This is an optimization exercise on Yosys and OpenROAD, whose aim is small area and a short achievable clock period, not a production implementation. RTL that was checked went through simulation tests only; none was proved equivalent to the original. Only the layout flow was run in run 3; the RTL was not checked for function there. Power and IR drop assume default switching activity.

### flow/constraint.sdc
create_clock -name core_clock -period 7.0 [get_ports {clk}]
set_input_delay 1.4000 -clock core_clock [delete_from_list [all_inputs] [get_ports {clk}]]
set_output_delay 1.4000 -clock core_clock [all_outputs]
set_load 0.01 [all_outputs]
### flow/design.v
module multiplier  #(parameter width = 16)
   ( input    signed  [width-1 : 0] multiplicand,
     input    signed  [width-1 : 0] multiplier,   
     output   signed  [2 * width - 1 : 0] product
   ) ;
   assign  product = multiplicand * multiplier ;
endmodule
module  adder  #(parameter width = 32)  
		( input   signed [width-1 : 0] a ,
		  input   signed [width-1 : 0] b , 
		  output  signed [width-1 : 0] sum
		) ;
    assign   sum = a + b ;
endmodule
module accumulator #(parameter width = 32) 
	(input    clk,
     	 input    ena,
         input    reset,
         input	  signed [width - 1 : 0] acc_in,
   	 output   reg signed [width - 1 : 0] acc_out
	) ;
   always @(posedge clk) begin
      if (reset)  acc_out <= 0 ;
      else if (ena) acc_out <= acc_in ;
   end
endmodule
module mac_demo(input clk, input reset, input ena,
                input signed [15:0] k, input signed [15:0] x,
                output signed [31:0] acc_out);
  reg [31:0] rs, rc;
  wire [31:0] ag = rs & rc, ap = rs ^ rc;
  wire pg1 = ag[1] | (ap[1] & ag[0]);
  wire pp_1 = ap[1] & ap[0];
  wire pg2 = ag[3] | (ap[3] & ag[2]);
  wire pp_2 = ap[3] & ap[2];
  wire pg3 = ag[5] | (ap[5] & ag[4]);
  wire pp_3 = ap[5] & ap[4];
  wire pg4 = ag[7] | (ap[7] & ag[6]);
  wire pp_4 = ap[7] & ap[6];
  wire pg5 = ag[9] | (ap[9] & ag[8]);
  wire pp_5 = ap[9] & ap[8];
  wire pg6 = ag[11] | (ap[11] & ag[10]);
  wire pp_6 = ap[11] & ap[10];
  wire pg7 = ag[13] | (ap[13] & ag[12]);
  wire pp_7 = ap[13] & ap[12];
  wire pg8 = ag[15] | (ap[15] & ag[14]);
  wire pp_8 = ap[15] & ap[14];
  wire pg9 = ag[17] | (ap[17] & ag[16]);
  wire pp_9 = ap[17] & ap[16];
  wire pg10 = ag[19] | (ap[19] & ag[18]);
  wire pp_10 = ap[19] & ap[18];
  wire pg11 = ag[21] | (ap[21] & ag[20]);
  wire pp_11 = ap[21] & ap[20];
  wire pg12 = ag[23] | (ap[23] & ag[22]);
  wire pp_12 = ap[23] & ap[22];
  wire pg13 = ag[25] | (ap[25] & ag[24]);
  wire pp_13 = ap[25] & ap[24];
  wire pg14 = ag[27] | (ap[27] & ag[26]);
  wire pp_14 = ap[27] & ap[26];
  wire pg15 = ag[29] | (ap[29] & ag[28]);
  wire pp_15 = ap[29] & ap[28];
  wire pg16 = ag[31] | (ap[31] & ag[30]);
  wire pp_16 = ap[31] & ap[30];
  wire pg17 = pg2 | (pp_2 & pg1);
  wire pp_17 = pp_2 & pp_1;
  wire pg18 = pg4 | (pp_4 & pg3);
  wire pp_18 = pp_4 & pp_3;
  wire pg19 = pg6 | (pp_6 & pg5);
  wire pp_19 = pp_6 & pp_5;
  wire pg20 = pg8 | (pp_8 & pg7);
  wire pp_20 = pp_8 & pp_7;
  wire pg21 = pg10 | (pp_10 & pg9);
  wire pp_21 = pp_10 & pp_9;
  wire pg22 = pg12 | (pp_12 & pg11);
  wire pp_22 = pp_12 & pp_11;
  wire pg23 = pg14 | (pp_14 & pg13);
  wire pp_23 = pp_14 & pp_13;
  wire pg24 = pg16 | (pp_16 & pg15);
  wire pp_24 = pp_16 & pp_15;
  wire pg25 = pg18 | (pp_18 & pg17);
  wire pp_25 = pp_18 & pp_17;
  wire pg26 = pg20 | (pp_20 & pg19);
  wire pp_26 = pp_20 & pp_19;
  wire pg27 = pg22 | (pp_22 & pg21);
  wire pp_27 = pp_22 & pp_21;
  wire pg28 = pg24 | (pp_24 & pg23);
  wire pp_28 = pp_24 & pp_23;
  wire pg29 = pg26 | (pp_26 & pg25);
  wire pp_29 = pp_26 & pp_25;
  wire pg30 = pg28 | (pp_28 & pg27);
  wire pp_30 = pp_28 & pp_27;
  wire pg31 = pg30 | (pp_30 & pg29);
  wire pp_31 = pp_30 & pp_29;
  wire pg32 = pg27 | (pp_27 & pg29);
  wire pp_32 = pp_27 & pp_29;
  wire pg33 = pg19 | (pp_19 & pg25);
  wire pp_33 = pp_19 & pp_25;
  wire pg34 = pg21 | (pp_21 & pg29);
  wire pp_34 = pp_21 & pp_29;
  wire pg35 = pg23 | (pp_23 & pg32);
  wire pp_35 = pp_23 & pp_32;
  wire pg36 = pg3 | (pp_3 & pg17);
  wire pp_36 = pp_3 & pp_17;
  wire pg37 = pg5 | (pp_5 & pg25);
  wire pp_37 = pp_5 & pp_25;
  wire pg38 = pg7 | (pp_7 & pg33);
  wire pp_38 = pp_7 & pp_33;
  wire pg39 = pg9 | (pp_9 & pg29);
  wire pp_39 = pp_9 & pp_29;
  wire pg40 = pg11 | (pp_11 & pg34);
  wire pp_40 = pp_11 & pp_34;
  wire pg41 = pg13 | (pp_13 & pg32);
  wire pp_41 = pp_13 & pp_32;
  wire pg42 = pg15 | (pp_15 & pg35);
  wire pp_42 = pp_15 & pp_35;
  wire pg43 = ag[2] | (ap[2] & pg1);
  wire pp_43 = ap[2] & pp_1;
  wire pg44 = ag[4] | (ap[4] & pg17);
  wire pp_44 = ap[4] & pp_17;
  wire pg45 = ag[6] | (ap[6] & pg36);
  wire pp_45 = ap[6] & pp_36;
  wire pg46 = ag[8] | (ap[8] & pg25);
  wire pp_46 = ap[8] & pp_25;
  wire pg47 = ag[10] | (ap[10] & pg37);
  wire pp_47 = ap[10] & pp_37;
  wire pg48 = ag[12] | (ap[12] & pg33);
  wire pp_48 = ap[12] & pp_33;
  wire pg49 = ag[14] | (ap[14] & pg38);
  wire pp_49 = ap[14] & pp_38;
  wire pg50 = ag[16] | (ap[16] & pg29);
  wire pp_50 = ap[16] & pp_29;
  wire pg51 = ag[18] | (ap[18] & pg39);
  wire pp_51 = ap[18] & pp_39;
  wire pg52 = ag[20] | (ap[20] & pg34);
  wire pp_52 = ap[20] & pp_34;
  wire pg53 = ag[22] | (ap[22] & pg40);
  wire pp_53 = ap[22] & pp_40;
  wire pg54 = ag[24] | (ap[24] & pg32);
  wire pp_54 = ap[24] & pp_32;
  wire pg55 = ag[26] | (ap[26] & pg41);
  wire pp_55 = ap[26] & pp_41;
  wire pg56 = ag[28] | (ap[28] & pg35);
  wire pp_56 = ap[28] & pp_35;
  wire pg57 = ag[30] | (ap[30] & pg42);
  wire pp_57 = ap[30] & pp_42;
  assign acc_out = ap ^ {pg57, pg42, pg56, pg35, pg55, pg41, pg54, pg32, pg53, pg40, pg52, pg34, pg51, pg39, pg50, pg29, pg49, pg38, pg48, pg33, pg47, pg37, pg46, pg25, pg45, pg36, pg44, pg17, pg43, pg1, ag[0], 1'b0};
  wire en = ena & ~reset;
  wire [31:0] fb = acc_out & {32{~reset}};
  wire [16:0] xe = {x, 1'b0};
  wire [16:0] ke = {k[15], k};
  wire [17:0] ke2 = {ke, 1'b0};
  wire [7:0] ng;
  wire b0_one = (xe[1] ^ xe[0]) & en;
  wire b0_two = ((xe[2] & ~xe[1] & ~xe[0]) | (~xe[2] & xe[1] & xe[0])) & en;
  assign ng[0] = xe[2];
  wire [16:0] pp0 = (({17{b0_one}} & ke) | ({17{b0_two}} & ke2[16:0])) ^ {17{ng[0]}};
  wire b1_one = (xe[3] ^ xe[2]) & en;
  wire b1_two = ((xe[4] & ~xe[3] & ~xe[2]) | (~xe[4] & xe[3] & xe[2])) & en;
  assign ng[1] = xe[4];
  wire [16:0] pp1 = (({17{b1_one}} & ke) | ({17{b1_two}} & ke2[16:0])) ^ {17{ng[1]}};
  wire b2_one = (xe[5] ^ xe[4]) & en;
  wire b2_two = ((xe[6] & ~xe[5] & ~xe[4]) | (~xe[6] & xe[5] & xe[4])) & en;
  assign ng[2] = xe[6];
  wire [16:0] pp2 = (({17{b2_one}} & ke) | ({17{b2_two}} & ke2[16:0])) ^ {17{ng[2]}};
  wire b3_one = (xe[7] ^ xe[6]) & en;
  wire b3_two = ((xe[8] & ~xe[7] & ~xe[6]) | (~xe[8] & xe[7] & xe[6])) & en;
  assign ng[3] = xe[8];
  wire [16:0] pp3 = (({17{b3_one}} & ke) | ({17{b3_two}} & ke2[16:0])) ^ {17{ng[3]}};
  wire b4_one = (xe[9] ^ xe[8]) & en;
  wire b4_two = ((xe[10] & ~xe[9] & ~xe[8]) | (~xe[10] & xe[9] & xe[8])) & en;
  assign ng[4] = xe[10];
  wire [16:0] pp4 = (({17{b4_one}} & ke) | ({17{b4_two}} & ke2[16:0])) ^ {17{ng[4]}};
  wire b5_one = (xe[11] ^ xe[10]) & en;
  wire b5_two = ((xe[12] & ~xe[11] & ~xe[10]) | (~xe[12] & xe[11] & xe[10])) & en;
  assign ng[5] = xe[12];
  wire [16:0] pp5 = (({17{b5_one}} & ke) | ({17{b5_two}} & ke2[16:0])) ^ {17{ng[5]}};
  wire b6_one = (xe[13] ^ xe[12]) & en;
  wire b6_two = ((xe[14] & ~xe[13] & ~xe[12]) | (~xe[14] & xe[13] & xe[12])) & en;
  assign ng[6] = xe[14];
  wire [16:0] pp6 = (({17{b6_one}} & ke) | ({17{b6_two}} & ke2[16:0])) ^ {17{ng[6]}};
  wire b7_one = (xe[15] ^ xe[14]) & en;
  wire b7_two = ((xe[16] & ~xe[15] & ~xe[14]) | (~xe[16] & xe[15] & xe[14])) & en;
  assign ng[7] = xe[16];
  wire [16:0] pp7 = (({17{b7_one}} & ke) | ({17{b7_two}} & ke2[16:0])) ^ {17{ng[7]}};
  wire [4:0] pk;
  assign pk[0] = k[0];
  assign pk[1] = k[1] ^ (ng[7] & |k[0:0]);
  assign pk[2] = k[2] ^ (ng[7] & |k[1:0]);
  assign pk[3] = k[3] ^ (ng[7] & |k[2:0]);
  assign pk[4] = k[4] ^ (ng[7] & |k[3:0]);
  wire [4:0] pe7 = ({5{b7_one}} & pk) | ({5{b7_two}} & {pk[3:0], 1'b0});
  wire c7 = ng[7] & ~(b7_one & |k[4:0]) & ~(b7_two & |k[3:0]);
  wire fs0, fc0;
  fa u_fa0 (.a(ng[0]), .b(fb[0]), .c(pp0[0]), .s(fs0), .co(fc0));
  wire fs1, fc1;
  fa u_fa1 (.a(fb[1]), .b(pp0[1]), .c(fc0), .s(fs1), .co(fc1));
  wire fs2, fc2;
  fa u_fa2 (.a(ng[1]), .b(fb[2]), .c(pp0[2]), .s(fs2), .co(fc2));
  wire fs3, fc3;
  fa u_fa3 (.a(pp1[0]), .b(fs2), .c(fc1), .s(fs3), .co(fc3));
  wire fs4, fc4;
  fa u_fa4 (.a(fb[3]), .b(pp0[3]), .c(pp1[1]), .s(fs4), .co(fc4));
  wire hs0, hc0;
  ha u_ha0 (.a(fc2), .b(fs4), .s(hs0), .co(hc0));
  wire fs5, fc5;
  fa u_fa5 (.a(ng[2]), .b(fb[4]), .c(pp0[4]), .s(fs5), .co(fc5));
  wire fs6, fc6;
  fa u_fa6 (.a(pp1[2]), .b(pp2[0]), .c(fc4), .s(fs6), .co(fc6));
  wire fs7, fc7;
  fa u_fa7 (.a(fs5), .b(hc0), .c(fs6), .s(fs7), .co(fc7));
  wire fs8, fc8;
  fa u_fa8 (.a(fb[5]), .b(pp0[5]), .c(pp1[3]), .s(fs8), .co(fc8));
  wire fs9, fc9;
  fa u_fa9 (.a(pp2[1]), .b(fc5), .c(fs8), .s(fs9), .co(fc9));
  wire hs1, hc1;
  ha u_ha1 (.a(fc6), .b(fs9), .s(hs1), .co(hc1));
  wire fs10, fc10;
  fa u_fa10 (.a(ng[3]), .b(fb[6]), .c(pp0[6]), .s(fs10), .co(fc10));
  wire fs11, fc11;
  fa u_fa11 (.a(pp1[4]), .b(pp2[2]), .c(pp3[0]), .s(fs11), .co(fc11));
  wire fs12, fc12;
  fa u_fa12 (.a(fc8), .b(fs10), .c(fs11), .s(fs12), .co(fc12));
  wire hs2, hc2;
  ha u_ha2 (.a(fc9), .b(fs12), .s(hs2), .co(hc2));
  wire fs13, fc13;
  fa u_fa13 (.a(fb[7]), .b(pp0[7]), .c(pp1[5]), .s(fs13), .co(fc13));
  wire fs14, fc14;
  fa u_fa14 (.a(pp2[3]), .b(pp3[1]), .c(fc10), .s(fs14), .co(fc14));
  wire fs15, fc15;
  fa u_fa15 (.a(fc11), .b(fs13), .c(fs14), .s(fs15), .co(fc15));
  wire hs3, hc3;
  ha u_ha3 (.a(fc12), .b(hc2), .s(hs3), .co(hc3));
  wire fs16, fc16;
  fa u_fa16 (.a(ng[4]), .b(fb[8]), .c(pp0[8]), .s(fs16), .co(fc16));
  wire fs17, fc17;
  fa u_fa17 (.a(pp1[6]), .b(pp2[4]), .c(pp3[2]), .s(fs17), .co(fc17));
  wire hs4, hc4;
  ha u_ha4 (.a(pp4[0]), .b(fc13), .s(hs4), .co(hc4));
  wire fs18, fc18;
  fa u_fa18 (.a(fb[9]), .b(pp0[9]), .c(pp1[7]), .s(fs18), .co(fc18));
  wire hs5, hc5;
  ha u_ha5 (.a(pp2[5]), .b(pp3[3]), .s(hs5), .co(hc5));
  wire fs19, fc19;
  fa u_fa19 (.a(ng[5]), .b(fb[10]), .c(pp0[10]), .s(fs19), .co(fc19));
  wire fs20, fc20;
  fa u_fa20 (.a(pp1[8]), .b(pp2[6]), .c(pp3[4]), .s(fs20), .co(fc20));
  wire fs21, fc21;
  fa u_fa21 (.a(fb[11]), .b(pp0[11]), .c(pp1[9]), .s(fs21), .co(fc21));
  wire hs6, hc6;
  ha u_ha6 (.a(pp2[7]), .b(pp3[5]), .s(hs6), .co(hc6));
  wire fs22, fc22;
  fa u_fa22 (.a(ng[6]), .b(fb[12]), .c(pp0[12]), .s(fs22), .co(fc22));
  wire fs23, fc23;
  fa u_fa23 (.a(pp1[10]), .b(pp2[8]), .c(pp3[6]), .s(fs23), .co(fc23));
  wire hs7, hc7;
  ha u_ha7 (.a(pp4[4]), .b(pp5[2]), .s(hs7), .co(hc7));
  wire fs24, fc24;
  fa u_fa24 (.a(fb[13]), .b(pp0[13]), .c(pp1[11]), .s(fs24), .co(fc24));
  wire fs25, fc25;
  fa u_fa25 (.a(pp2[9]), .b(pp3[7]), .c(pp4[5]), .s(fs25), .co(fc25));
  wire hs8, hc8;
  ha u_ha8 (.a(pp5[3]), .b(pp6[1]), .s(hs8), .co(hc8));
  wire fs26, fc26;
  fa u_fa26 (.a(fb[14]), .b(pp0[14]), .c(pp1[12]), .s(fs26), .co(fc26));
  wire fs27, fc27;
  fa u_fa27 (.a(pp2[10]), .b(pp3[8]), .c(pp4[6]), .s(fs27), .co(fc27));
  wire fs28, fc28;
  fa u_fa28 (.a(pp5[4]), .b(pp6[2]), .c(pe7[0]), .s(fs28), .co(fc28));
  wire fs29, fc29;
  fa u_fa29 (.a(fb[15]), .b(pp0[15]), .c(pp1[13]), .s(fs29), .co(fc29));
  wire fs30, fc30;
  fa u_fa30 (.a(pp2[11]), .b(pp3[9]), .c(pp4[7]), .s(fs30), .co(fc30));
  wire fs31, fc31;
  fa u_fa31 (.a(pp5[5]), .b(pp6[3]), .c(pe7[1]), .s(fs31), .co(fc31));
  wire fs32, fc32;
  fa u_fa32 (.a(fb[16]), .b(pp0[16]), .c(pp1[14]), .s(fs32), .co(fc32));
  wire fs33, fc33;
  fa u_fa33 (.a(pp2[12]), .b(pp3[10]), .c(pp4[8]), .s(fs33), .co(fc33));
  wire fs34, fc34;
  fa u_fa34 (.a(pp5[6]), .b(pp6[4]), .c(pe7[2]), .s(fs34), .co(fc34));
  wire fs35, fc35;
  fa u_fa35 (.a(fb[17]), .b(pp0[16]), .c(pp1[15]), .s(fs35), .co(fc35));
  wire fs36, fc36;
  fa u_fa36 (.a(pp2[13]), .b(pp3[11]), .c(pp4[9]), .s(fs36), .co(fc36));
  wire fs37, fc37;
  fa u_fa37 (.a(pp5[7]), .b(pp6[5]), .c(pe7[3]), .s(fs37), .co(fc37));
  wire fs38, fc38;
  fa u_fa38 (.a(fb[18]), .b(~pp0[16]), .c(~pp1[16]), .s(fs38), .co(fc38));
  wire fs39, fc39;
  fa u_fa39 (.a(pp2[14]), .b(pp3[12]), .c(pp4[10]), .s(fs39), .co(fc39));
  wire fs40, fc40;
  fa u_fa40 (.a(pp5[8]), .b(pp6[6]), .c(pe7[4]), .s(fs40), .co(fc40));
  wire fs41, fc41;
  assign fs41 = ~(fb[19] ^ pp2[15]);
  assign fc41 = fb[19] | pp2[15];
  wire fs42, fc42;
  fa u_fa42 (.a(pp3[13]), .b(pp4[11]), .c(pp5[9]), .s(fs42), .co(fc42));
  wire fs43, fc43;
  fa u_fa43 (.a(pp6[7]), .b(pp7[5]), .c(c7), .s(fs43), .co(fc43));
  wire fs44, fc44;
  fa u_fa44 (.a(fb[20]), .b(~pp2[16]), .c(pp3[14]), .s(fs44), .co(fc44));
  wire fs45, fc45;
  fa u_fa45 (.a(pp4[12]), .b(pp5[10]), .c(pp6[8]), .s(fs45), .co(fc45));
  wire fs46, fc46;
  assign fs46 = ~(fb[21] ^ pp3[15]);
  assign fc46 = fb[21] | pp3[15];
  wire hs9, hc9;
  ha u_ha9 (.a(pp4[13]), .b(pp5[11]), .s(hs9), .co(hc9));
  wire fs47, fc47;
  fa u_fa47 (.a(fb[22]), .b(~pp3[16]), .c(pp4[14]), .s(fs47), .co(fc47));
  wire hs10, hc10;
  assign hs10 = ~fb[23];
  assign hc10 = fb[23];
  wire fs48, fc48;
  fa u_fa48 (.a(fs16), .b(fs17), .c(hs4), .s(fs48), .co(fc48));
  wire fs49, fc49;
  fa u_fa49 (.a(pp4[1]), .b(hs5), .c(fc16), .s(fs49), .co(fc49));
  wire hs11, hc11;
  ha u_ha11 (.a(fc17), .b(fs18), .s(hs11), .co(hc11));
  wire fs50, fc50;
  fa u_fa50 (.a(pp4[2]), .b(pp5[0]), .c(hc5), .s(fs50), .co(fc50));
  wire fs51, fc51;
  fa u_fa51 (.a(fc18), .b(fs19), .c(fs20), .s(fs51), .co(fc51));
  wire fs52, fc52;
  fa u_fa52 (.a(pp4[3]), .b(pp5[1]), .c(hs6), .s(fs52), .co(fc52));
  wire fs53, fc53;
  fa u_fa53 (.a(fc19), .b(fc20), .c(fs21), .s(fs53), .co(fc53));
  wire fs54, fc54;
  fa u_fa54 (.a(pp6[0]), .b(hc6), .c(hs7), .s(fs54), .co(fc54));
  wire fs55, fc55;
  fa u_fa55 (.a(fc21), .b(fs22), .c(fs23), .s(fs55), .co(fc55));
  wire fs56, fc56;
  fa u_fa56 (.a(hc7), .b(hs8), .c(fc22), .s(fs56), .co(fc56));
  wire fs57, fc57;
  fa u_fa57 (.a(fc23), .b(fs24), .c(fs25), .s(fs57), .co(fc57));
  wire fs58, fc58;
  fa u_fa58 (.a(hc8), .b(fc24), .c(fc25), .s(fs58), .co(fc58));
  wire fs59, fc59;
  fa u_fa59 (.a(fs26), .b(fs27), .c(fs28), .s(fs59), .co(fc59));
  wire fs60, fc60;
  fa u_fa60 (.a(fc26), .b(fc27), .c(fc28), .s(fs60), .co(fc60));
  wire fs61, fc61;
  fa u_fa61 (.a(fs29), .b(fs30), .c(fs31), .s(fs61), .co(fc61));
  wire fs62, fc62;
  fa u_fa62 (.a(fc29), .b(fc30), .c(fc31), .s(fs62), .co(fc62));
  wire fs63, fc63;
  fa u_fa63 (.a(fs32), .b(fs33), .c(fs34), .s(fs63), .co(fc63));
  wire fs64, fc64;
  fa u_fa64 (.a(fc32), .b(fc33), .c(fc34), .s(fs64), .co(fc64));
  wire fs65, fc65;
  fa u_fa65 (.a(fs35), .b(fs36), .c(fs37), .s(fs65), .co(fc65));
  wire fs66, fc66;
  fa u_fa66 (.a(fc35), .b(fc36), .c(fc37), .s(fs66), .co(fc66));
  wire fs67, fc67;
  fa u_fa67 (.a(fs38), .b(fs39), .c(fs40), .s(fs67), .co(fc67));
  wire fs68, fc68;
  fa u_fa68 (.a(fc38), .b(fc39), .c(fc40), .s(fs68), .co(fc68));
  wire fs69, fc69;
  fa u_fa69 (.a(fs41), .b(fs42), .c(fs43), .s(fs69), .co(fc69));
  wire fs70, fc70;
  fa u_fa70 (.a(pp7[6]), .b(fc41), .c(fc42), .s(fs70), .co(fc70));
  wire fs71, fc71;
  fa u_fa71 (.a(fc43), .b(fs44), .c(fs45), .s(fs71), .co(fc71));
  wire fs72, fc72;
  fa u_fa72 (.a(pp6[9]), .b(pp7[7]), .c(hs9), .s(fs72), .co(fc72));
  wire fs73, fc73;
  fa u_fa73 (.a(fc44), .b(fc45), .c(fs46), .s(fs73), .co(fc73));
  wire fs74, fc74;
  fa u_fa74 (.a(pp5[12]), .b(pp6[10]), .c(pp7[8]), .s(fs74), .co(fc74));
  wire fs75, fc75;
  fa u_fa75 (.a(hc9), .b(fc46), .c(fs47), .s(fs75), .co(fc75));
  wire fs76, fc76;
  fa u_fa76 (.a(hs10), .b(pp4[15]), .c(pp5[13]), .s(fs76), .co(fc76));
  wire fs77, fc77;
  fa u_fa77 (.a(pp6[11]), .b(pp7[9]), .c(fc47), .s(fs77), .co(fc77));
  wire fs78, fc78;
  fa u_fa78 (.a(fb[24]), .b(hc10), .c(~pp4[16]), .s(fs78), .co(fc78));
  wire fs79, fc79;
  fa u_fa79 (.a(pp5[14]), .b(pp6[12]), .c(pp7[10]), .s(fs79), .co(fc79));
  wire fs80, fc80;
  assign fs80 = ~(fb[25] ^ pp5[15]);
  assign fc80 = fb[25] | pp5[15];
  wire hs12, hc12;
  ha u_ha12 (.a(pp6[13]), .b(pp7[11]), .s(hs12), .co(hc12));
  wire fs81, fc81;
  fa u_fa81 (.a(fb[26]), .b(~pp5[16]), .c(pp6[14]), .s(fs81), .co(fc81));
  wire hs13, hc13;
  assign hs13 = ~fb[27];
  assign hc13 = fb[27];
  wire hs14, hc14;
  ha u_ha14 (.a(fc14), .b(fs48), .s(hs14), .co(hc14));
  wire fs82, fc82;
  fa u_fa82 (.a(hc4), .b(hs11), .c(fs49), .s(fs82), .co(fc82));
  wire fs83, fc83;
  fa u_fa83 (.a(fs50), .b(hc11), .c(fc49), .s(fs83), .co(fc83));
  wire fs84, fc84;
  fa u_fa84 (.a(fc50), .b(fs52), .c(fc51), .s(fs84), .co(fc84));
  wire fs85, fc85;
  fa u_fa85 (.a(fc52), .b(fs54), .c(fc53), .s(fs85), .co(fc85));
  wire fs86, fc86;
  fa u_fa86 (.a(fc54), .b(fs56), .c(fc55), .s(fs86), .co(fc86));
  wire fs87, fc87;
  fa u_fa87 (.a(fc56), .b(fs58), .c(fc57), .s(fs87), .co(fc87));
  wire fs88, fc88;
  fa u_fa88 (.a(fc58), .b(fs60), .c(fc59), .s(fs88), .co(fc88));
  wire fs89, fc89;
  fa u_fa89 (.a(fc60), .b(fs62), .c(fc61), .s(fs89), .co(fc89));
  wire fs90, fc90;
  fa u_fa90 (.a(fc62), .b(fs64), .c(fc63), .s(fs90), .co(fc90));
  wire fs91, fc91;
  fa u_fa91 (.a(fc64), .b(fs66), .c(fc65), .s(fs91), .co(fc91));
  wire fs92, fc92;
  fa u_fa92 (.a(fc66), .b(fs68), .c(fc67), .s(fs92), .co(fc92));
  wire fs93, fc93;
  fa u_fa93 (.a(fc68), .b(fs70), .c(fc69), .s(fs93), .co(fc93));
  wire fs94, fc94;
  fa u_fa94 (.a(fs72), .b(fc70), .c(fc71), .s(fs94), .co(fc94));
  wire fs95, fc95;
  fa u_fa95 (.a(fs74), .b(fc72), .c(fc73), .s(fs95), .co(fc95));
  wire fs96, fc96;
  fa u_fa96 (.a(fc74), .b(fs76), .c(fs77), .s(fs96), .co(fc96));
  wire fs97, fc97;
  fa u_fa97 (.a(fc76), .b(fs78), .c(fs79), .s(fs97), .co(fc97));
  wire fs98, fc98;
  fa u_fa98 (.a(hs12), .b(fc78), .c(fc79), .s(fs98), .co(fc98));
  wire fs99, fc99;
  fa u_fa99 (.a(pp7[12]), .b(hc12), .c(fc80), .s(fs99), .co(fc99));
  wire fs100, fc100;
  fa u_fa100 (.a(hs13), .b(pp6[15]), .c(pp7[13]), .s(fs100), .co(fc100));
  wire fs101, fc101;
  fa u_fa101 (.a(fb[28]), .b(hc13), .c(~pp6[16]), .s(fs101), .co(fc101));
  wire hs15, hc15;
  assign hs15 = ~fb[29];
  assign hc15 = fb[29];
  wire hs16, hc16;
  ha u_ha16 (.a(fc15), .b(hc3), .s(hs16), .co(hc16));
  wire fs102, fc102;
  fa u_fa102 (.a(fc48), .b(fs82), .c(hc14), .s(fs102), .co(fc102));
  wire fs103, fc103;
  fa u_fa103 (.a(fs51), .b(fs83), .c(fc82), .s(fs103), .co(fc103));
  wire fs104, fc104;
  fa u_fa104 (.a(fs53), .b(fc83), .c(fs84), .s(fs104), .co(fc104));
  wire fs105, fc105;
  fa u_fa105 (.a(fs55), .b(fc84), .c(fs85), .s(fs105), .co(fc105));
  wire fs106, fc106;
  fa u_fa106 (.a(fs57), .b(fc85), .c(fs86), .s(fs106), .co(fc106));
  wire fs107, fc107;
  fa u_fa107 (.a(fs59), .b(fc86), .c(fs87), .s(fs107), .co(fc107));
  wire fs108, fc108;
  fa u_fa108 (.a(fs61), .b(fc87), .c(fs88), .s(fs108), .co(fc108));
  wire fs109, fc109;
  fa u_fa109 (.a(fs63), .b(fc88), .c(fs89), .s(fs109), .co(fc109));
  wire fs110, fc110;
  fa u_fa110 (.a(fs65), .b(fc89), .c(fs90), .s(fs110), .co(fc110));
  wire fs111, fc111;
  fa u_fa111 (.a(fs67), .b(fc90), .c(fs91), .s(fs111), .co(fc111));
  wire fs112, fc112;
  fa u_fa112 (.a(fs69), .b(fc91), .c(fs92), .s(fs112), .co(fc112));
  wire fs113, fc113;
  fa u_fa113 (.a(fs71), .b(fc92), .c(fs93), .s(fs113), .co(fc113));
  wire fs114, fc114;
  fa u_fa114 (.a(fs73), .b(fc93), .c(fs94), .s(fs114), .co(fc114));
  wire fs115, fc115;
  fa u_fa115 (.a(fs75), .b(fc94), .c(fs95), .s(fs115), .co(fc115));
  wire fs116, fc116;
  fa u_fa116 (.a(fc75), .b(fc95), .c(fs96), .s(fs116), .co(fc116));
  wire fs117, fc117;
  fa u_fa117 (.a(fc77), .b(fs97), .c(fc96), .s(fs117), .co(fc117));
  wire fs118, fc118;
  fa u_fa118 (.a(fs80), .b(fc97), .c(fs98), .s(fs118), .co(fc118));
  wire fs119, fc119;
  fa u_fa119 (.a(fs81), .b(fc98), .c(fs99), .s(fs119), .co(fc119));
  wire fs120, fc120;
  fa u_fa120 (.a(fc81), .b(fs100), .c(fc99), .s(fs120), .co(fc120));
  wire fs121, fc121;
  fa u_fa121 (.a(pp7[14]), .b(fc100), .c(fs101), .s(fs121), .co(fc121));
  wire fs122, fc122;
  fa u_fa122 (.a(hs15), .b(pp7[15]), .c(fc101), .s(fs122), .co(fc122));
  wire fs123, fc123;
  fa u_fa123 (.a(fb[30]), .b(hc15), .c(~pp7[16]), .s(fs123), .co(fc123));
  wire hs17, hc17;
  assign hs17 = ~fb[31];
  assign hc17 = fb[31];
  wire [31:0] ns = {hs17, fs123, fs122, fs121, fs120, fc118, fs118, fs117, fc115, fc114, fc113, fc112, fc111, fc110, fc109, fc108, fc107, fc106, fc105, fc104, fc103, fs103, hc16, hs14, fs15, hc1, fc7, fs7, hs0, fs3, fs1, fs0};
  wire [31:0] nc = {fc123, fc122, fc121, fc120, fc119, fs119, fc117, fc116, fs116, fs115, fs114, fs113, fs112, fs111, fs110, fs109, fs108, fs107, fs106, fs105, fs104, fc102, fs102, hs16, hs3, hs2, hs1, 1'b0, fc3, 1'b0, 1'b0, 1'b0};
  always @(posedge clk) begin
    rs <= ns;
    rc <= nc;
  end
endmodule
module fa(input a, input b, input c, output s, output co);
  assign s = a ^ b ^ c;
  assign co = (a & b) | (a & c) | (b & c);
endmodule
module ha(input a, input b, output s, output co);
  assign s = a ^ b;
  assign co = a & b;
endmodule
### flow/config.mk
export PLATFORM = sky130hd
export DESIGN_NAME = mac_demo
export DESIGN_NICKNAME = mac_demo
export VERILOG_FILES = /design/flow/design.v
export SDC_FILE = /design/flow/constraint.sdc
export NUM_CORES = 4
export LEC_CHECK = 0
export ABC_AREA = 1
export CAP_MARGIN = 20
export CORE_MARGIN = 2
export CORE_UTILIZATION = 40
export SETUP_SLACK_MARGIN = 3.0
export SLEW_MARGIN = 20
export SYNTH_HIERARCHICAL = 1
export SYNTH_MINIMUM_KEEP_SIZE = 0
### flow/standard.sh
#!/bin/bash
# synth_recipe.tcl (not shown) runs the flow's synth.tcl, then flattens the netlist and writes it again
# the make line also repeats each setting of config.mk as NAME=value (left out here)
make -C /OpenROAD-flow-scripts/flow DESIGN_CONFIG=/design/flow/config.mk WORK_HOME=/design/flow/orfs CLKGATE_MAP_FILE= SYNTH_SCRIPT=/design/flow/synth_recipe.tcl "${@:-finish}"
### flow/flow/run.sh
#!/bin/bash
# The standard layout (the standard.sh, unchanged synthesis), except that
# the port buffers are plain buffers and the clock-delay buffer cells are not
# used anywhere. The make output goes to standard.log; ORFS keeps each step's
# log under orfs/logs/.
set -uo pipefail
export BUFFER_PORTS_ARGS="-buffer_cell sky130_fd_sc_hd__buf_2"
export DONT_USE_CELLS="sky130_fd_sc_hd__clkdlybuf4s15_1 sky130_fd_sc_hd__clkdlybuf4s15_2 sky130_fd_sc_hd__clkdlybuf4s18_1 sky130_fd_sc_hd__clkdlybuf4s18_2 sky130_fd_sc_hd__clkdlybuf4s25_1 sky130_fd_sc_hd__clkdlybuf4s25_2 sky130_fd_sc_hd__clkdlybuf4s50_1 sky130_fd_sc_hd__clkdlybuf4s50_2"
bash standard.sh > standard.log 2>&1
==> reports/qor.txt, run 1 <==
DP HPWL -> 15400 um
largest stage delay on the critical path -> 0.54 ns
most common cell after layout, fill and taps aside -> xor2_1
Layout Nets -> 1202
PwrDens -> 482 nW/um^2
CP top delay family -> adder cells
worst r2r path cells -> 18
wire length per cell -> 20.7 um
Seq. cell area -> 1210 sq um
cts-stage hold buffer count -> 0
Post-Synthesis Cells -> 841
Clock Tree Root -> clkbuf_16
Max Fclk -> 233 MHz
initial antenna violation count -> 0
clk buf depth -> 2
reg2reg start -> rs[7]
die area -> 21200 sq um
slew margin rel. -> 50.6%
most frequent cells in the layout -> xor2_1 (106), buf_4 (93), fa_1 (80), inv_1 (65), o22ai_1 (59)
synthesis-to-finish area growth -> 45.5%
initial drt markers -> 666
CTS clk-pin slew, worst paths -> 0.05 ns
sequence of cells on the critical path -> buf_12, inv_8, nand2_8, buf_6, a21oi_4, o21ai_4, o22ai_2, xor2_1, fa_2, fa_2, fa_1, fa_1
leakage -> 0.00507 uW
Final ANT Viol Nets -> 0
Netlist Area Pre-Place -> 8040 sq um
H-tree Lvls -> 3
core area -> 19600 sq um
Crit-path slowest cell -> fa_2
met3 Use GR -> 4.11%
RD Place Congestion -> 0.895
vias in the first global route -> 6941
FF+latch count, synth -> 60
largest net degree at the start of global routing -> 26
Tot GR Track Use -> 22.7%
area of the multi-input gates -> 7680 sq um
DRT Wirelength -> 26100 um
Remaining Overflow, GRT -> 0
fin crit period -> 4.29 ns
Vias -> 6964
# port buffers -> 66
num rows -> 51
CTS tree -> yes
required time worst endpoint -> 7.22 ns
Worst R2R Setup Slack -> 2.93 ns
Net Count, Synth -> 1054
met1 Use GR -> 28.0%
Hold Path Sink -> rs[31]
met2 Use GR -> 38.2%
Die H -> 146 um
Die X-Extent -> 146 um
fraction of layout cells with a size suffix above 1 -> 48.2%
WP data arrival -> 4.51 ns
Crit Path Max Fanout -> 8
setup TNS -> 0 ns
Avg Inst Size Synth -> 9.55 sq um
vias per cell -> 5.53
WS Path Type -> in2reg
# fillers -> 1519
Worst Setup End Kind -> flop
DR pass1 iterations -> 8
Slew @ Worst Pin -> 0.740 ns
Final period util -> 61.2%
gr busiest metal -> met2
Fin. Hold Viols -> 0
Starting Density -> 41.0%
status -> no timing/DRC/antenna violations
Netlist cell types -> 31
WP buf/inv -> 3
RSZ-0062 raised after global routing -> true
fraction of the yosys area taken by sequential cells -> 14.9%
later-pin clock latency in the skew report -> 0.35 ns
first-pass GRT wire length -> 37400 um
synthesis warning total -> 7
post-layout util -> 59.7%
Hold Startpoint -> rs[31]
drc violations -> 0
Ports -> 67
FF-to-FF End -> rc[23]
Final setup viols -> 0
max-cap violation count -> 0
CTS buffer count -> 9
fin. max-slew vios -> 0
# clock sinks -> 60
worst vdd ir -> 469 uV
Hold Crit Class -> reg2reg
clk_skew -> 0.00345 ns
nature of the critical path startpoint -> primary input
hold path depth -> 3
metrics by stage:
| stage | cells | power (uW) | instance area, sq um | worst slack, ns | hold slack [ns] |
|---|---|---|---|---|---|
| floorplan | 841 | 3270 | 8250 | 2.60 | 0.634 |
| global placement | 1117 | 4230 | 8560 | 1.76 | 0.587 |
| detailed placement | 1117 | 4320 | 8560 | 1.62 | 0.594 |
| CTS | 1201 | 5220 | 10200 | 2.83 | 0.616 |
| global route | 1259 | 6390 | 11700 | 2.63 | 0.653 |
| finish | 1260 | 5640 | 11700 | 2.71 | 0.628 |
worst min-delay path, cell delays in order (launching register included):
cell	delay (ns)
dfxtp_1	0.32
xnor2_1	0.16
xnor2_2	0.07
nand2_1	0.05
power by group:
part           switching, uW  internal, uW
logic                   2280          2160
registers                100           609
clock network            166           321
sequential cells by signal (all words and copies together), names as in the netlist:
name and flops:
rs 32, rc 28
Yosys stat by module, one instance, submodules excluded:
module    copies in the design  cells  area [sq um]  flops+latches
mac_demo                     1    706          5440             60
fa                         121      1          20.0              0
ha                          14      1          12.5              0
cells by family (layout without fill, tap and decap cells):
logic type,Yosys count,in the layout,synth area share [%]
other cells,0,1,0
buf+inv,150,297,8.16
flops,60,60,14.9
xor+xnor,142,142,15.5
compound gates,164,167,13.0
fa+ha+maj,178,178,40.2
simple gates,147,150,8.13
Yosys cell counts:
master	instances	share of area, %
inv_8	2	0.28
nand2_1	67	3.1
dfxtp_1	60	15
nand3b_1	1	0.093
a21oi_1	29	1.8
fa_1	134	33
clkbuf_1	31	1.4
o21ai_0	1	0.062
nand3b_2	6	0.84
xor2_1	134	15
nand3_1	5	0.31
o22ai_2	10	1.6
buf_6	3	0.42
or2_1	1	0.078
nand4_1	2	0.16
o21ai_2	1	0.11
a21o_1	3	0.28
nand2_2	1	0.078
ha_1	44	6.9
nand2_8	1	0.25
or2_2	8	0.62
o21a_1	1	0.093
buf_4	11	1.0
a31oi_1	2	0.16
clkinv_1	2	0.093
nor2_1	55	2.6
inv_1	90	4.2
o21ai_1	8	0.50
o22ai_1	109	8.5
buf_2	11	0.69
xnor2_1	8	0.87
per-layer routing:
metal	vias to the layer above	share of wire (%)
li1	3037	-
met1	3470	38
met2	347	49
met3	110	7.1
met4	0	5.4
met5	-	0
final cells by class:
class | instances | share of cell area, %
diodes | 1 | 0.0214
flip-flops and latches | 60 | 10.3
clock buffers | 12 | 2.11
repair buffers | 186 | 14.5
well taps | 265 | 2.84
multi-input cells | 637 | 65.7
repair inverters | 1 | 0.139
clock inverters | 4 | 0.621
inverters | 94 | 3.75
how the worst max path moves through the flow:
stage	start	end	slack [ns]	depth (start not counted)
3_3_place_gp	x[1]	rc[14]	1.76	9
6_report	reset	rc[19]	2.71	12
2_1_floorplan	reset	rc[11]	2.60	14
4_1_cts	reset	rc[16]	2.83	13
3_5_place_dp	x[1]	rc[14]	1.62	9
5_1_grt	reset	rc[18]	2.63	13
repair_timing:
item                                    CTS  global route
buffers inserted                         60            55
pin swaps                                51           111
resized for setup                       161           168
endpoints found under the setup margin   64            52
gates cloned                              8             3
==> run 2, diff against run 1 <==
--- a/flow/config.mk
+++ b/flow/config.mk
@@ -10,5 +10,5 @@
 export CORE_MARGIN = 2
 export CORE_UTILIZATION = 40
-export SETUP_SLACK_MARGIN = 3.0
+export SETUP_SLACK_MARGIN = 2.5
 export SLEW_MARGIN = 20
 export SYNTH_HIERARCHICAL = 1
==> reports/qor.txt, run 2 <==
status -> no timing/DRC/antenna violations (unchanged)
DP HPWL -> 15400 um (about the same)
Netlist Area Pre-Place -> 8040 sq um (unchanged)
WHS -> 0.603 ns (was 0.628 ns)
DR pass1 iterations -> 5 (was 8)
post-synth top area cell -> fa_1 (unchanged)
Final setup viols -> 0 (unchanged)
PwrDens -> 515 nW/um^2 (was 482 nW/um^2)
Die H -> 146 um (unchanged)
Layout Nets -> 1087 (was 1202)
DRT Wirelength -> 20100 um (was 26100 um)
Hold Crit Class -> reg2reg (unchanged)
Hold Startpoint -> rs[31] (unchanged)
Crit-path slowest cell -> fa_1 (was fa_2)
max-cap violation count -> 0 (unchanged)
CTS buffer count -> 9 (unchanged)
fin. max-slew vios -> 0 (unchanged)
synthesis-to-finish area growth -> 12.1% (was 45.5%)
clk_skew -> 0.00660 ns (was 0.00345 ns)
Max Fclk -> 226 MHz (was 233 MHz)
required time worst endpoint -> 7.22 ns (about the same)
WP buf/inv -> 4 (was 3)
CTS tree -> yes (unchanged)
clk buf depth -> 2 (unchanged)
later-pin clock latency in the skew report -> 0.35 ns (about the same)
Synth top area share -> 33.4% (unchanged)
Remaining Overflow, GRT -> 0 (unchanged)
Tot GR Track Use -> 20.2% (was 22.7%)
Avg Inst Size Synth -> 9.55 sq um (unchanged)
hold path depth -> 3 (unchanged)
WS Path Type -> in2reg (unchanged)
core area -> 19600 sq um (unchanged)
nature of the critical path startpoint -> primary input (unchanged)
first-pass GRT wire length -> 33600 um (was 37400 um)
Ports -> 67 (unchanged)
WP data arrival -> 4.65 ns (was 4.51 ns)
# fillers -> 1886 (was 1519)
sequence of cells on the critical path -> buf_2, inv_8, nand2_8, inv_8, nand2_2, or2_4, buf_4, o22ai_2, xor2_2, fa_1, fa_1, fa_1, fa_1 (was buf_12, inv_8, nand2_8, buf_6, a21oi_4, o21ai_4, o22ai_2, xor2_1, fa_2, fa_2, fa_1, fa_1)
fraction of the yosys area taken by sequential cells -> 14.9% (unchanged)
RSZ-0062 raised after global routing -> false (was true)
worst r2r path cells -> 17 (was 18)
Seq. cell area -> 1200 sq um (was 1210 sq um)
vias per cell -> 5.27 (was 5.53)
area of the multi-input gates -> 6340 sq um (was 7680 sq um)
num rows -> 51 (unchanged)
Top FF cell, synth -> dfxtp_1 (unchanged)
synthesis warning total -> 7 (unchanged)
Async SR Flop Fraction -> 0% (unchanged)
H-tree Lvls -> 3 (unchanged)
Final period util -> 63.3% (was 61.2%)
largest net degree at the start of global routing -> 26 (unchanged)
Largest Register -> rs (unchanged)
worst vdd ir -> 414 uV (was 469 uV)
diode count -> 0 (was 1)
die area -> 21200 sq um (unchanged)
initial drt markers -> 403 (was 666)
Crit Path Max Fanout -> 10 (was 8)
Placed Cells -> 1123 (was 1117)
fraction of layout cells with a size suffix above 1 -> 15.9% (was 48.2%)
leakage -> 0.00422 uW (was 0.00507 uW)
RD Place Congestion -> 0.823 (was 0.895)
drc violations -> 0 (unchanged)
Net Count, Synth -> 1054 (unchanged)
# clock sinks -> 60 (unchanged)
slew margin rel. -> 56.0% (was 50.6%)
largest stage delay on the critical path -> 0.50 ns (was 0.54 ns)
Netlist cell types -> 31 (unchanged)
Worst R2R Setup Slack -> 2.79 ns (was 2.93 ns)
Post-Synthesis Cells -> 841 (unchanged)
Layout Cells excl Fill -> 1144 (was 1260)
vias in the first global route -> 6321 (was 6941)
setup TNS -> 0 ns (unchanged)
Fin. Hold Viols -> 0 (unchanged)
# port buffers -> 66 (unchanged)
most common cell after layout, fill and taps aside -> fa_1 (was xor2_1)
CTS clk-pin slew, worst paths -> 0.05 ns (about the same)
biggest regs -> rs x32, rc x28 (unchanged)
FF-to-FF End -> rc[16] (was rc[23])
Starting Density -> 41.0% (unchanged)
cts-stage hold buffer count -> 0 (unchanged)
most frequent cells in the layout -> fa_1 (134), xor2_1 (130), o22ai_1 (109), inv_1 (88), nand2_1 (65) (was xor2_1 (106), buf_4 (93), fa_1 (80), inv_1 (65), o22ai_1 (59))
Clock Tree Root -> clkbuf_16 (unchanged)
initial antenna violation count -> 0 (unchanged)
reg2reg start -> rs[7] (unchanged)
max reg flops -> 32 (unchanged)
Final ANT Viol Nets -> 0 (unchanged)
fin crit period -> 4.43 ns (was 4.29 ns)
FF+latch count, synth -> 60 (unchanged)
Worst Setup End Kind -> flop (unchanged)
number of synthesized flops with an enable pin -> 0 (unchanged)
CP most frequent cell -> fa_1
wire length per cell -> 17.6 um (was 20.7 um)
synth top area cells -> fa_1 (33%), dfxtp_1 (15%), xor2_1 (15%) (unchanged)
Hold Path Sink -> rs[31] (unchanged)
Die X-Extent -> 146 um (unchanged)
Synth top cells by count -> fa_1 (134), xor2_1 (134), o22ai_1 (109), inv_1 (90), nand2_1 (67) (unchanged)
Slew @ Worst Pin -> 0.659 ns (was 0.740 ns)
Vias -> 6033 (was 6964)
CP top delay family -> adder cells (unchanged)
## run 2: cell counts after synthesis
Identical to the previous run, type by type.
## run 2: worst max-delay path by stage
stage / to / cells past startpoint / start
floorplan: rc[17] / 15 / reset
detailed placement: rc[16] / 9 / x[5]
global route: rc[20] / 11 / x[13]
global placement: rc[19] / 9 / x[5]
CTS: rc[17] / 10 / k[14]
finish: rc[15] / 13 / reset
## run 2: cell families (layout without fill, tap and decap cells)
| family | after synthesis | in the layout | synth area share, % |
|---|---|---|---|
| flops | 60 | 60 | 14.9 |
| compound gates | 164 | 164 | 13.0 |
| xor+xnor | 142 | 142 | 15.5 |
| buf+inv | 150 | 188 | 8.16 |
| simple gates | 147 | 147 | 8.13 |
| fa+ha+maj | 178 | 178 | 40.2 |
## run 2: per-module statistics from Yosys, one instance, submodules excluded
module / times used / cells
mac_demo: 1 / 706
ha: 14 / 1
fa: 121 / 1
## run 2: area by class of cell
cell class,instances,area share [%]
flip-flops and latches,60,13.3
repair buffers,78,5.14
inverters,94,4.12
clock buffers,12,2.85
clock inverters,4,0.528
well taps,265,3.68
multi-input cells,631,70.3
## run 2: per-layer routing
| metal | vias to the layer above | track usage, % | wire length [um] |
|---|---|---|---|
| met5 | - | 0 | 0 |
| met4 | 0 | 7.84 | 674 |
| met3 | 38 | 3.01 | 937 |
| met2 | 193 | 34.0 | 9820 |
| met1 | 2981 | 26.3 | 8680 |
| li1 | 2821 | - | - |
## run 2: worst min-delay path, delay by kind of cell, from the launching register on
| family | cells | cell delay [ns] |
|---|---|---|
| AND/OR/NAND/NOR | 1 | 0.05 |
| XOR/XNOR | 2 | 0.21 |
| flip-flops | 1 | 0.32 |
## run 2: metrics by stage
stage	setup slack [ns]	cell area [sq um]	util (%)	power, uW
2_1_floorplan	2.52	8040	-	3210
3_3_place_gp	1.71	8460	43.2	4140
3_5_place_dp	1.64	8460	43.2	4260
4_1_cts	2.51	8850	45.2	4750
5_1_grt	2.48	9010	46.0	5380
6_report	2.57	9010	46.0	4640
## run 2: power by group
part	switching, uW	internal (uW)
Sequential	80.1	605
Clock	164	293
Combinational	1960	1540
Total	2200	2440
## run 2: repair_timing
action,CTS,global route
cloned,0,0
buffers inserted,5,0
endpoints found under the setup margin,35,33
resized for setup,14,30
pin swaps,1,0
==> run 3, diff against run 2 <==
--- a/flow/design.v
+++ b/flow/design.v
@@ -151,34 +151,50 @@
   wire [17:0] ke2 = {ke, 1'b0};
   wire [7:0] ng;
-  wire b0_one = (xe[1] ^ xe[0]) & en;
-  wire b0_two = ((xe[2] & ~xe[1] & ~xe[0]) | (~xe[2] & xe[1] & xe[0])) & en;
+  wire en0;
+  en_gate u_en0 (.ena(ena), .reset(reset), .en(en0));
+  wire b0_one = (xe[1] ^ xe[0]) & en0;
+  wire b0_two = ((xe[2] & ~xe[1] & ~xe[0]) | (~xe[2] & xe[1] & xe[0])) & en0;
   assign ng[0] = xe[2];
   wire [16:0] pp0 = (({17{b0_one}} & ke) | ({17{b0_two}} & ke2[16:0])) ^ {17{ng[0]}};
-  wire b1_one = (xe[3] ^ xe[2]) & en;
-  wire b1_two = ((xe[4] & ~xe[3] & ~xe[2]) | (~xe[4] & xe[3] & xe[2])) & en;
+  wire en1;
+  en_gate u_en1 (.ena(ena), .reset(reset), .en(en1));
+  wire b1_one = (xe[3] ^ xe[2]) & en1;
+  wire b1_two = ((xe[4] & ~xe[3] & ~xe[2]) | (~xe[4] & xe[3] & xe[2])) & en1;
   assign ng[1] = xe[4];
   wire [16:0] pp1 = (({17{b1_one}} & ke) | ({17{b1_two}} & ke2[16:0])) ^ {17{ng[1]}};
-  wire b2_one = (xe[5] ^ xe[4]) & en;
-  wire b2_two = ((xe[6] & ~xe[5] & ~xe[4]) | (~xe[6] & xe[5] & xe[4])) & en;
+  wire en2;
+  en_gate u_en2 (.ena(ena), .reset(reset), .en(en2));
+  wire b2_one = (xe[5] ^ xe[4]) & en2;
+  wire b2_two = ((xe[6] & ~xe[5] & ~xe[4]) | (~xe[6] & xe[5] & xe[4])) & en2;
   assign ng[2] = xe[6];
   wire [16:0] pp2 = (({17{b2_one}} & ke) | ({17{b2_two}} & ke2[16:0])) ^ {17{ng[2]}};
-  wire b3_one = (xe[7] ^ xe[6]) & en;
-  wire b3_two = ((xe[8] & ~xe[7] & ~xe[6]) | (~xe[8] & xe[7] & xe[6])) & en;
+  wire en3;
+  en_gate u_en3 (.ena(ena), .reset(reset), .en(en3));
+  wire b3_one = (xe[7] ^ xe[6]) & en3;
+  wire b3_two = ((xe[8] & ~xe[7] & ~xe[6]) | (~xe[8] & xe[7] & xe[6])) & en3;
   assign ng[3] = xe[8];
   wire [16:0] pp3 = (({17{b3_one}} & ke) | ({17{b3_two}} & ke2[16:0])) ^ {17{ng[3]}};
-  wire b4_one = (xe[9] ^ xe[8]) & en;
-  wire b4_two = ((xe[10] & ~xe[9] & ~xe[8]) | (~xe[10] & xe[9] & xe[8])) & en;
+  wire en4;
+  en_gate u_en4 (.ena(ena), .reset(reset), .en(en4));
+  wire b4_one = (xe[9] ^ xe[8]) & en4;
+  wire b4_two = ((xe[10] & ~xe[9] & ~xe[8]) | (~xe[10] & xe[9] & xe[8])) & en4;
   assign ng[4] = xe[10];
   wire [16:0] pp4 = (({17{b4_one}} & ke) | ({17{b4_two}} & ke2[16:0])) ^ {17{ng[4]}};
-  wire b5_one = (xe[11] ^ xe[10]) & en;
-  wire b5_two = ((xe[12] & ~xe[11] & ~xe[10]) | (~xe[12] & xe[11] & xe[10])) & en;
+  wire en5;
+  en_gate u_en5 (.ena(ena), .reset(reset), .en(en5));
+  wire b5_one = (xe[11] ^ xe[10]) & en5;
+  wire b5_two = ((xe[12] & ~xe[11] & ~xe[10]) | (~xe[12] & xe[11] & xe[10])) & en5;
   assign ng[5] = xe[12];
   wire [16:0] pp5 = (({17{b5_one}} & ke) | ({17{b5_two}} & ke2[16:0])) ^ {17{ng[5]}};
-  wire b6_one = (xe[13] ^ xe[12]) & en;
-  wire b6_two = ((xe[14] & ~xe[13] & ~xe[12]) | (~xe[14] & xe[13] & xe[12])) & en;
+  wire en6;
+  en_gate u_en6 (.ena(ena), .reset(reset), .en(en6));
+  wire b6_one = (xe[13] ^ xe[12]) & en6;
+  wire b6_two = ((xe[14] & ~xe[13] & ~xe[12]) | (~xe[14] & xe[13] & xe[12])) & en6;
   assign ng[6] = xe[14];
   wire [16:0] pp6 = (({17{b6_one}} & ke) | ({17{b6_two}} & ke2[16:0])) ^ {17{ng[6]}};
-  wire b7_one = (xe[15] ^ xe[14]) & en;
-  wire b7_two = ((xe[16] & ~xe[15] & ~xe[14]) | (~xe[16] & xe[15] & xe[14])) & en;
+  wire en7;
+  en_gate u_en7 (.ena(ena), .reset(reset), .en(en7));
+  wire b7_one = (xe[15] ^ xe[14]) & en7;
+  wire b7_two = ((xe[16] & ~xe[15] & ~xe[14]) | (~xe[16] & xe[15] & xe[14])) & en7;
   assign ng[7] = xe[16];
   wire [16:0] pp7 = (({17{b7_one}} & ke) | ({17{b7_two}} & ke2[16:0])) ^ {17{ng[7]}};
@@ -489,4 +505,7 @@
   end
 endmodule
+module en_gate(input ena, input reset, output en);
+  assign en = ena & ~reset;
+endmodule
 module fa(input a, input b, input c, output s, output co);
   assign s = a ^ b ^ c;
==> reports/qor.txt, run 3 <==
vias in the first global route -> 6479 (was 6321)
Clock Tree Root -> clkbuf_16 (unchanged)
Tot GR Track Use -> 19.0% (was 20.2%)
RD Place Congestion -> 0.805 (was 0.823)
Final Cell Area -> 9760 sq um (was 9010 sq um)
post-synth top area cell -> fa_1 (unchanged)
FF-to-FF End -> rc[23] (was rc[16])
wire length per cell -> 17.7 um (was 17.6 um)
Layout Nets -> 1121 (was 1087)
Die H -> 152 um (was 146 um)
Worst R2R Setup Slack -> 2.79 ns (about the same)
initial drt markers -> 325 (was 403)
area of the multi-input gates -> 6840 sq um (was 6340 sq um)
Hold Crit Class -> reg2reg (unchanged)
CTS clk-pin slew, worst paths -> 0.06 ns (was 0.05 ns)
worst r2r path cells -> 18 (was 17)
PwrDens -> 479 nW/um^2 (was 515 nW/um^2)
slew margin rel. -> 39.0% (was 56.0%)
count leader, synth -> fa_1
pre-CTS WS -> 1.86 ns (was 1.64 ns)
fin crit period -> 4.38 ns (was 4.43 ns)
max reg flops -> 32 (unchanged)
Critical Path Start -> reset (unchanged)
status -> no timing/DRC/antenna violations (unchanged)
biggest regs -> rs x32, rc x28 (unchanged)
Netlist Area Pre-Place -> 8750 sq um (was 8040 sq um)
first-pass GRT wire length -> 34600 um (was 33600 um)
reg2reg start -> rs[5] (was rs[7])
final setup margin -> 2.62 ns (was 2.57 ns)
Post-Synthesis Cells -> 858 (was 841)
CP most frequent cell -> fa_1 (unchanged)
WS Path Type -> in2reg (unchanged)
Net Count, Synth -> 1071 (was 1054)
CTS tree -> yes (unchanged)
Avg Inst Size Synth -> 10.2 sq um (was 9.55 sq um)
Layout Cells excl Fill -> 1193 (was 1144)
Die X-Extent -> 152 um (was 146 um)
vias per cell -> 5.20 (was 5.27)
cts-stage hold buffer count -> 0 (unchanged)
die area -> 23100 sq um (was 21200 sq um)
Crit Path Max Fanout -> 19 (was 10)
Crit-path slowest cell -> fa_1 (unchanged)
worst vdd ir -> 414 uV (about the same)
Worst Setup EP -> rc[16] (was rc[15])
Slew @ Worst Pin -> 0.914 ns (was 0.659 ns)
# fillers -> 2112 (was 1886)
Netlist cell types -> 33 (was 31)
WP data arrival -> 4.60 ns (was 4.65 ns)
H-tree Lvls -> 3 (unchanged)
Top FF cell, synth -> dfxtp_1 (unchanged)
DRT Wirelength -> 21100 um (was 20100 um)
sequence of cells on the critical path -> clkbuf_4, nor2_2, nand3b_4, o22ai_2, xor2_1, fa_1, fa_1, fa_1, fa_1 (was buf_2, inv_8, nand2_8, inv_8, nand2_2, or2_4, buf_4, o22ai_2, xor2_2, fa_1, fa_1, fa_1, fa_1)
synth top area cells -> fa_1 (31%), dfxtp_1 (14%), xor2_1 (13%) (was fa_1 (33%), dfxtp_1 (15%), xor2_1 (15%))
most frequent cells in the layout -> fa_1 (134), xor2_1 (132), inv_1 (93), nand2_1 (71), o22ai_2 (65) (was fa_1 (134), xor2_1 (130), o22ai_1 (109), inv_1 (88), nand2_1 (65))
DR pass1 iterations -> 5 (unchanged)
setup TNS -> 0 ns (unchanged)
synthesis-to-finish area growth -> 11.5% (was 12.1%)
Synth top area share -> 30.6% (was 33.4%)
RSZ-0062 raised after global routing -> false (unchanged)
clk_skew -> 0.00840 ns (was 0.00660 ns)
Starting Density -> 40.5% (was 41.0%)
Remaining Overflow, GRT -> 0 (unchanged)
Vias -> 6200 (was 6033)
nature of the critical path startpoint -> primary input (unchanged)
Final ANT Viol Nets -> 0 (unchanged)
clk buf depth -> 2 (unchanged)
max-cap violation count -> 0 (unchanged)
drc violations -> 0 (unchanged)
FF+latch count, synth -> 60 (unchanged)
later-pin clock latency in the skew report -> 0.34 ns (was 0.35 ns)
synthesis warning total -> 7 (unchanged)
placed cell area -> 9050 sq um (was 8460 sq um)
fin. max-slew vios -> 0 (unchanged)
Seq. cell area -> 1200 sq um (unchanged)
# port buffers -> 66 (unchanged)
Final period util -> 62.6% (was 63.3%)
Async SR Flop Fraction -> 0% (unchanged)
largest stage delay on the critical path -> 0.50 ns (about the same)
CTS buffer count -> 9 (unchanged)
num rows -> 54 (was 51)
Placed Cells -> 1150 (was 1123)
core area -> 21600 sq um (was 19600 sq um)
DP HPWL -> 15800 um (was 15400 um)
fraction of layout cells with a size suffix above 1 -> 25.8% (was 15.9%)
number of synthesized flops with an enable pin -> 0 (unchanged)
# clock sinks -> 60 (unchanged)
diode count -> 0 (unchanged)
largest net degree at the start of global routing -> 23 (was 26)
most common cell after layout, fill and taps aside -> fa_1 (unchanged)
Final setup viols -> 0 (unchanged)
Ports -> 67 (unchanged)
Max Fclk -> 228 MHz (was 226 MHz)
fraction of the yosys area taken by sequential cells -> 13.7% (was 14.9%)
Synth top cells by count -> fa_1 (134), xor2_1 (133), inv_1 (93), nand2_1 (73), o22ai_2 (65) (was fa_1 (134), xor2_1 (134), o22ai_1 (109), inv_1 (90), nand2_1 (67))
initial antenna violation count -> 0 (unchanged)
Fin. Hold Viols -> 0 (unchanged)
leakage -> 0.00455 uW (was 0.00422 uW)
Worst Setup End Kind -> flop (unchanged)
required time worst endpoint -> 7.21 ns (was 7.22 ns)
Largest Register -> rs (unchanged)
==> run 3: changes by cell type after synthesis, moves of 7 or more <==
cell	before	now
o211ai_4	0	7
a21oi_1	29	15
buf_6	3	18
nor2_2	0	14
o22ai_1	109	55
clkbuf_1	31	9
inv_2	0	8
buf_2	11	21
o22ai_2	10	65
o21ai_1	8	1
==> run 3: critical path, delay by kind of cell <==
family / cells / cell delay (ns)
AO/OA/AOI/OAI: 1 / 0.24
AND/OR/NAND/NOR: 2 / 0.59
adder cells (fa/ha/maj): 4 / 1.78
buffers and inverters: 1 / 0.28
XOR/XNOR: 1 / 0.29
==> run 3: per-module statistics from Yosys (local to each module, per instance) <==
module	cells	flops+latches	copies in the design	cell area [sq um]
en_gate	2	0	8	10.0
fa	1	0	121	20.0
mac_demo	707	60	1	6080
ha	1	0	14	12.5
==> run 3: what timing repair did <==
| item | CTS | global route |
|---|---|---|
| endpoints found under the hold margin | 0 | 0 |
| setup endpoints to repair | 32 | 39 |
| setup buffers | 18 | 9 |
| pin swaps | 8 | 6 |
| resized for setup | 3 | 18 |
==> run 3: cell families after synthesis <==
kind of cell               count (synthesis)  synth area share, %
and+or+nand+nor                          165                 9.35
adders and majority gates                178                 36.9
xor gates and xnor gates                 141                 14.1
DFF                                       60                 13.7
AOI/OAI and AO/OA                        156                 17.0
buffers and inverters                    158                 8.92
==> run 3: area by class of cell <==
cell class	count	area share (%)
flip-flops and latches	60	12.3
multi-input cells	640	70.1
inverters	103	3.96
clock inverters	4	0.487
well taps	280	3.59
clock buffers	12	2.63
repair buffers	94	6.94
==> run 3: how the worst min path moves through the flow <==
stage	start	to	slack, ns	cells after the start
4_1_cts	rs[31]	rs[31]	0.62	3
5_1_grt	rs[31]	rs[31]	0.64	3
3_3_place_gp	rs[31]	rs[31]	0.59	3
3_5_place_dp	rs[31]	rs[31]	0.60	3
2_1_floorplan	rs[31]	rs[31]	0.64	3
6_report	rs[31]	rs[31]	0.61	3
==> run 3: per-stage QoR <==
step | power (uW) | utilization (%) | hold WS, ns
floorplan | 3240 | - | 0.636
global placement | 4230 | 41.9 | 0.593
detailed placement | 4300 | 41.9 | 0.597
CTS | 4810 | 44.3 | 0.620
global route | 5390 | 45.1 | 0.638
finish | 4670 | 45.1 | 0.608
==> run 3: metal layers <==
metal | track usage (%) | share of wire, % | wire length, um
met5 | 0 | 0 | 0
met4 | 5.96 | 2.6 | 538
met3 | 2.97 | 4.6 | 980
met2 | 33.2 | 50 | 10600
met1 | 24.4 | 43 | 8970
==> run 3: where the power goes <==
part / switching (uW) / internal [uW]
logic: 1980 / 1550
registers: 79.6 / 605
clock network: 165 / 294
total: 2230 / 2450

[port drivers added, routing unchanged]
How much do the figures lean on ideal ports? The routed layouts below were timed once more, with nothing changed but the port constraints.
Step 1 (the two cells are an assumption about what drives the block):
set clk [get_ports {clk}]
set_driving_cell -lib_cell sky130_fd_sc_hd__clkbuf_16 $clk
set_driving_cell -lib_cell sky130_fd_sc_hd__buf_2 [delete_from_list [all_inputs] $clk]
Step 2 adds t to the input delays and takes it off the output delays; t is the mean of the earliest and latest rising clock arrival at the registers after step 1. Input paths then give back, and output paths get back, about the clock's delay inside the block.
a / b / c = ideal / step 1 / step 2; a / b = the first two.
| run | t, ns | setup WS [ns] | hold slack, ns | pins driven straight from the clock port |
|---|---|---|---|---|
| run 1 | 0.391 | 2.713 / 2.607 / 2.216 | 0.628 / 0.628 / 0.628 | 1 |
| run 2 | 0.384 | 2.571 / 2.594 / 2.210 | 0.603 / 0.603 / 0.603 | 1 |
| run 3 | 0.384 | 2.617 / 2.639 / 2.255 | 0.608 / 0.608 / 0.608 | 1 |
After both steps every run listed still meets setup and hold. The setup slack of run 1, which loses most, moves by -0.106 ns with the drivers and by -0.497 ns with both steps.
